This is an optimization exercise on Yosys and OpenROAD, whose aim is small area, a short achievable clock period and few clock cycles per item, not a production implementation. Only simulation tests tie the RTL to the original design; equivalence was not proved. No activity file was given, so power comes from the tool's default toggle rates.

Setup of the previous run:
==> flow/design.v (excerpt) <==
module accumulator_multiplier
(
    input logic clock, reset,
    input logic [31:0] multiplicand, multiplier,
    output logic [63:0] out,
    output logic done
);
For scale: about 2600 cells after synthesis, roughly 120 flip-flops, about 25000 um^2 of cells after synthesis.
==> flow/config.mk <==
export PLATFORM = sky130hd
export DESIGN_NAME = accumulator_multiplier
export DESIGN_NICKNAME = accumulator_multiplier
export VERILOG_FILES = /design/flow/design.v
export SDC_FILE = /design/flow/constraint.sdc
export NUM_CORES = 4
export LEC_CHECK = 0
export ABC_AREA = 1
export CAP_MARGIN = 20
export CORE_MARGIN = 2
export CORE_UTILIZATION = 40
export SETUP_SLACK_MARGIN = 1.0
export SLEW_MARGIN = 20
==> flow/constraint.sdc <==
create_clock -name core_clock -period 6.0 [get_ports {clock}]
set_input_delay 1.2000 -clock core_clock [delete_from_list [all_inputs] [get_ports {clock}]]
set_output_delay 1.2000 -clock core_clock [all_outputs]
set_load 0.01 [all_outputs]
standard.sh (not shown) runs the stock make flow with config.mk's settings and CLKGATE_MAP_FILE= SYNTH_SCRIPT=/design/flow/synth_recipe.tcl, a recipe that flattens the netlist after the stock synthesis.
==> flow/flow/run.sh <==
#!/bin/bash
# Own layout flow: the standard flow (standard.sh) with two changes.
# 1. Yosys's generic "abc -fast" pre-mapping inside synth is skipped (synth -noabc).
#    It scrambles the full-adder structure of the multiplier tree, so extract_fa then
#    maps the adders with an inverter on nearly every pin. The final ABC mapping and
#    the register set are the standard synthesis's.
# 2. The port buffers are buf_1 cells instead of the slow clkdlybuf4s50_1 that
#    buffer_ports picks by default; every port still gets its buffer.
set -euo pipefail
cd "$(dirname "$0")/.."
sed '1s/-noshare/-noshare -noabc/' synth_recipe.tcl > flow_synth.tcl
sed 's#/synth_recipe\.tcl#/flow_synth.tcl#g' standard.sh > flow_standard.sh
grep -q flow_synth.tcl flow_standard.sh
EXTRA=(BUFFER_PORTS_ARGS="-buffer_cell sky130_fd_sc_hd__buf_1" RECOVER_POWER=100)
bash flow_standard.sh "${EXTRA[@]}" synth > flow_synth.log 2>&1
bash flow_standard.sh "${EXTRA[@]}" finish > flow_layout.log 2>&1
test -s out/final.def
The previous run finished end to end and its layout was clean on timing, DRC and antenna.
Testbench counts of the previous run, summed over its fixed seeds: cycles 4,800, items 2,400.
[inputs] the current run vs the previous run
- changing SETUP_SLACK_MARGIN from 1.0 to 1.15
diff --git a/flow/flow/run.sh b/flow/flow/run.sh
--- a/flow/flow/run.sh
+++ b/flow/flow/run.sh
@@ -12,5 +12,5 @@
 sed 's#/synth_recipe\.tcl#/flow_synth.tcl#g' standard.sh > flow_standard.sh
 grep -q flow_synth.tcl flow_standard.sh
-EXTRA=(BUFFER_PORTS_ARGS="-buffer_cell sky130_fd_sc_hd__buf_1" RECOVER_POWER=100)
+EXTRA=(BUFFER_PORTS_ARGS="-buffer_cell sky130_fd_sc_hd__buf_1")
 bash flow_standard.sh "${EXTRA[@]}" synth > flow_synth.log 2>&1
 bash flow_standard.sh "${EXTRA[@]}" finish > flow_layout.log 2>&1
Results
- The current run ended with less cell area power density than the previous run.
- In the metrics for the current run and the previous run, the one carrying the higher hold slack is the previous run.
- Diff the current run..the previous run | total CTS buffers | unchanged
- Looking at the current run and the previous run, the vias per cell is a wash.
- Summary of the comparison: number of non-filler instances in the completed layout is higher in the current run, relative to the previous run.
- Area overhead of the layout relative to synthesis (the current run over the previous run): increase, 6.3 points
- Compared with the previous run, in the current run number of resized instances in the post-cts repair step increased 40, worst setup slack increased 540 ps.
- Going from the previous run to the current run, layout cell share with drive strength beyond 1 grows by 8.4 points.
- Sort the current run and the previous run by clock power, ascending, and the previous run comes first.

## pepper
Another version of the RTL of accumulator_multiplier (not shown whole).
Size: roughly 2600 cells after synthesis, about 140 flip-flops, about 130 I/O pins, about 26000 um2 of cells after synthesis.
Settings: LEC_CHECK=0, ABC_AREA=1, CAP_MARGIN=20, CORE_MARGIN=2, CORE_UTILIZATION=60, SETUP_SLACK_MARGIN=1.3, SLEW_MARGIN=20; clock period 6.0 ns.
==> flow/flow/run.sh <==
#!/bin/bash
# Own layout flow: the standard flow (standard.sh) with two changes.
# 1. Yosys's generic "abc -fast" pre-mapping inside synth is skipped (synth -noabc).
#    It scrambles the full-adder structure of the multiplier tree, so extract_fa then
#    maps the adders with an inverter on nearly every pin. The final ABC mapping and
#    the register set are the standard synthesis's.
# 2. The port buffers are buf_1 cells instead of the slow clkdlybuf4s50_1 that
#    buffer_ports picks by default; every port still gets its buffer.
set -euo pipefail
cd "$(dirname "$0")/.."
sed '1s/-noshare/-noshare -noabc/' synth_recipe.tcl > flow_synth.tcl
sed 's#/synth_recipe\.tcl#/flow_synth.tcl#g' standard.sh > flow_standard.sh
grep -q flow_synth.tcl flow_standard.sh
EXTRA=(BUFFER_PORTS_ARGS="-buffer_cell sky130_fd_sc_hd__buf_1")
bash flow_standard.sh "${EXTRA[@]}" synth > flow_synth.log 2>&1
bash flow_standard.sh "${EXTRA[@]}" finish > flow_layout.log 2>&1
test -s out/final.def
Testbench counts of pepper, summed over its fixed seeds: cycles 4,800, items 2,400.
Here is what was changed in the inputs of garnet compared with pepper.
# pepper
export LEC_CHECK = 0
export ABC_AREA = 1
export CAP_MARGIN = 20
export CORE_MARGIN = 2
export CORE_UTILIZATION = 60
export SETUP_SLACK_MARGIN = 1.3
export SLEW_MARGIN = 20
create_clock -name core_clock -period 6.0 [get_ports {clock}]
# garnet
export LEC_CHECK = 0
export ABC_AREA = 1
export CAP_MARGIN = 20
export CORE_MARGIN = 2
export CORE_UTILIZATION = 40
export SETUP_SLACK_MARGIN = 1.2
export SLEW_MARGIN = 20
create_clock -name core_clock -period 6.0 [get_ports {clock}]
Notes after the runs:
- Going from pepper to garnet, power consumption moved up, total met2 wirelength after detailed routing moved up, clock-pin slew on the worst setup and hold paths level.
- The higher placed wire-length estimate after detailed placement came out of garnet.
- Compared with pepper, garnet shows count of clock-buffer cells in the layout lower by 4.
- Against pepper, garnet comes in about 0.6% lower on total wirelength of the detailed-routed design.
- On clock network power share: garnet sits below pepper.
- Re final-layout non-clock buffer area share: pepper was higher than garnet.
- Re number of I/O port buffers: no difference whatsoever between garnet and pepper.
- Run comparison: pepper kind of critical path register to output port; garnet kind of critical path input pin to register
- The lower number of cell rows of pepper and garnet is in pepper.
- garnet ended with more portion of total power attributed to combinational logic than pepper.
--- input diff garnet..harbor ---
# garnet
export LEC_CHECK = 0
export ABC_AREA = 1
export CAP_MARGIN = 20
export CORE_MARGIN = 2
export CORE_UTILIZATION = 40
export SETUP_SLACK_MARGIN = 1.2
export SLEW_MARGIN = 20
create_clock -name core_clock -period 6.0 [get_ports {clock}]
# harbor
export LEC_CHECK = 0
export ABC_AREA = 1
export CAP_MARGIN = 20
export CORE_MARGIN = 2
export CORE_UTILIZATION = 70
export SETUP_SLACK_MARGIN = 1.3
export SLEW_MARGIN = 20
create_clock -name core_clock -period 6.0 [get_ports {clock}]
==> run notes <==
The final layout from harbor, which completed every stage, passed the timing, design-rule and antenna checks at the end of the flow.
r_s915 as the endpoint of the most critical setup path was reported by garnet, and r_s935 by harbor.
Note that the via count recorded for garnet amounts to 0.944 times the value seen in harbor.
Placed wire-length estimate after detailed placement: harbor vs garnet down 4.5%
[compare] base=garnet new=harbor: period utilization went down, met3 routing resource usage after global routing grew by 13 points, number of non-clock buffers in the layout +about 2.3%, clock-buffer cell count climbed 1.
harbor: core utilization of the finished layout is 33 points higher than what garnet reported.
harbor vs garnet, number of non-clock inverters went up by 1.
harbor ended up with sky130_fd_sc_hd__inv_1 as its cell with the largest stage delay on the worst path; garnet ended up with sky130_fd_sc_hd__fa_1.
Aggregate global-route resource usage (lower): garnet
STATUS final hold slack: harbor wins against garnet

accumulator_multiplier, a different RTL version from the one above (not shown whole).
Size: ~130 flip-flops, roughly 130 I/O pins, about 26,000 µm² of cells after synthesis.
clock: 6.0 ns
lec_check: 0
abc_area: 1
cap_margin: 20
core_margin: 2
core_utilization: 40
cts_buf_list: sky130_fd_sc_hd__clkbuf_4 sky130_fd_sc_hd__clkbuf_8
setup_slack_margin: 1.0
slew_margin: 20
==> flow/flow/run.sh <==
#!/bin/bash
# Own layout flow: the standard flow (standard.sh) with two changes.
# 1. Yosys's generic "abc -fast" pre-mapping inside synth is skipped (synth -noabc).
#    It scrambles the full-adder structure of the multiplier tree, so extract_fa then
#    maps the adders with an inverter on nearly every pin. The final ABC mapping and
#    the register set are the standard synthesis's.
# 2. The port buffers are buf_2 cells instead of the slow clkdlybuf4s50_1 that
#    buffer_ports picks by default; every port still gets its buffer.
set -euo pipefail
cd "$(dirname "$0")/.."
sed '1s/-noshare/-noshare -noabc/' synth_recipe.tcl > flow_synth.tcl
sed 's#/synth_recipe\.tcl#/flow_synth.tcl#g' standard.sh > flow_standard.sh
grep -q flow_synth.tcl flow_standard.sh
EXTRA=(BUFFER_PORTS_ARGS="-buffer_cell sky130_fd_sc_hd__buf_2")
bash flow_standard.sh "${EXTRA[@]}" synth > flow_synth.log 2>&1
bash flow_standard.sh "${EXTRA[@]}" finish > flow_layout.log 2>&1
test -s out/final.def
Testbench counts at the start, summed over its fixed seeds: cycles 4,800, items 2,400.
Change:
CORE_UTILIZATION = 65   (was 40)
CTS_BUF_LIST = not set   (was sky130_fd_sc_hd__clkbuf_4 sky130_fd_sc_hd__clkbuf_8)
Combinational power climbs by about 4%.
Design area drops by 0.60%.
Count of clock-buffer cells in the layout climbs by 2.
Die area drops by 38%.
Worst setup slack is worse by 0.012 ns.
Sequential share of layout area stays flat.
Critical path depth does not change.
Sequential power is about the same.
Non-clock buffer count drops by 7.
Via count climbs by 0.56%.
Change:
--- a/flow/flow/run.sh
+++ b/flow/flow/run.sh
@@ -7 +7 @@
-# 2. The port buffers are buf_2 cells instead of the slow clkdlybuf4s50_1 that
+# 2. The port buffers are buf_1 cells instead of the slow clkdlybuf4s50_1 that
@@ -14 +14 @@
-EXTRA=(BUFFER_PORTS_ARGS="-buffer_cell sky130_fd_sc_hd__buf_2")
+EXTRA=(BUFFER_PORTS_ARGS="-buffer_cell sky130_fd_sc_hd__buf_1")
CORE_UTILIZATION = 40   (was 65)
Via count drops slightly.
Final area climbs slightly.
Wire length climbs by a few percent.
Core utilization drops by 27 points.
Non-clock buffer count climbs by 4.
Worst setup slack is better by 0.061 ns.
Sequential share of layout area barely changes.
Change:
--- a/flow/flow/run.sh
+++ b/flow/flow/run.sh
@@ -7 +7 @@
-# 2. The port buffers are buf_1 cells instead of the slow clkdlybuf4s50_1 that
+# 2. The port buffers are buf_2 cells instead of the slow clkdlybuf4s50_1 that
@@ -14 +14 @@
-EXTRA=(BUFFER_PORTS_ARGS="-buffer_cell sky130_fd_sc_hd__buf_1")
+EXTRA=(BUFFER_PORTS_ARGS="-buffer_cell sky130_fd_sc_hd__buf_2")
CORE_UTILIZATION = 65   (was 40)
SETUP_SLACK_MARGIN = 1.3   (was 1.0)
Effect:
- The new run completed with no timing, DRC or antenna violations
- final cell count decreases by 8.6%
- combinational power increases by about 9%
- synthesized area stays the same
- setup slack gains 0.21 ns
- via count increases by 4.7%
- critical path depth decreases by 2
- global-route usage increases by 16 points
- power increases by 7.7%
Change:
CORE_UTILIZATION = 40   (was 65)
SETUP_SLACK_MARGIN = 2.0   (was 1.3)
Outcome: Clock power barely changes. Via count went up by 1.6%. Die area went up by 61%. Global-route usage went down by 14 points. Area after synthesis does not change. Non-clock buffer count went up by 135.

[separate check: timing with driven ports]
How much do the figures lean on ideal ports? The routed layouts below were timed once more, with nothing changed but the port constraints. Step 1 sets driving cells, clkbuf_16 on the clock port and buf_2 on the other inputs (assumed; they add their load-dependent delay and slew). Step 2 times the ports against the registers' clock, not the clock port: input delays grow and output delays shrink by t, the midpoint of the rising clock arrivals with the driver on. Slacks: no drivers / after step 1 / after step 2; pairs: no drivers / after step 1.
| run | t (ns) | setup WS [ns] | latest minus earliest clock arrival (ns) | worst data-port slew with drivers (ns) | pins driven straight from the clock port |
|---|---|---|---|---|---|
| the previous run | 0.557 | 0.546 / 0.587 / 0.029 | 0.028 / 0.029 | 0.10 | 1 |
| the current run | 0.563 | 1.083 / 1.112 / 0.549 | 0.011 / 0.012 | 0.09 | 1 |
| pepper | 0.552 | 1.360 / 1.299 / 0.804 | 0.014 / 0.014 | 0.11 | 1 |
| garnet | 0.554 | 1.236 / 1.254 / 0.699 | 0.029 / 0.029 | 0.14 | 1 |
| harbor | 0.528 | 1.337 / 1.327 / 0.817 | 0.013 / 0.013 | 0.11 | 1 |
| the first run of note 3 | 0.633 | 1.031 / 0.956 / 0.323 | 0.027 / 0.027 | 0.16 | 1 |
| the second run of note 3 | 0.567 | 1.019 / 1.018 / 0.452 | 0.017 / 0.017 | 0.10 | 1 |
| the third run of note 3 | 0.562 | 1.080 / 0.951 / 0.389 | 0.014 / 0.014 | 0.19 | 1 |
| the fourth run of note 3 | 0.531 | 1.288 / 1.302 / 0.771 | 0.018 / 0.018 | 0.11 | 1 |
| the fifth run of note 3 | 0.554 | 1.324 / 1.327 / 0.772 | 0.018 / 0.019 | 0.08 | 1 |
After both steps every run listed still meets setup and hold. The setup slack of the first run of note 3, which loses most, moves by -0.075 ns with the drivers and by -0.708 ns with both steps.
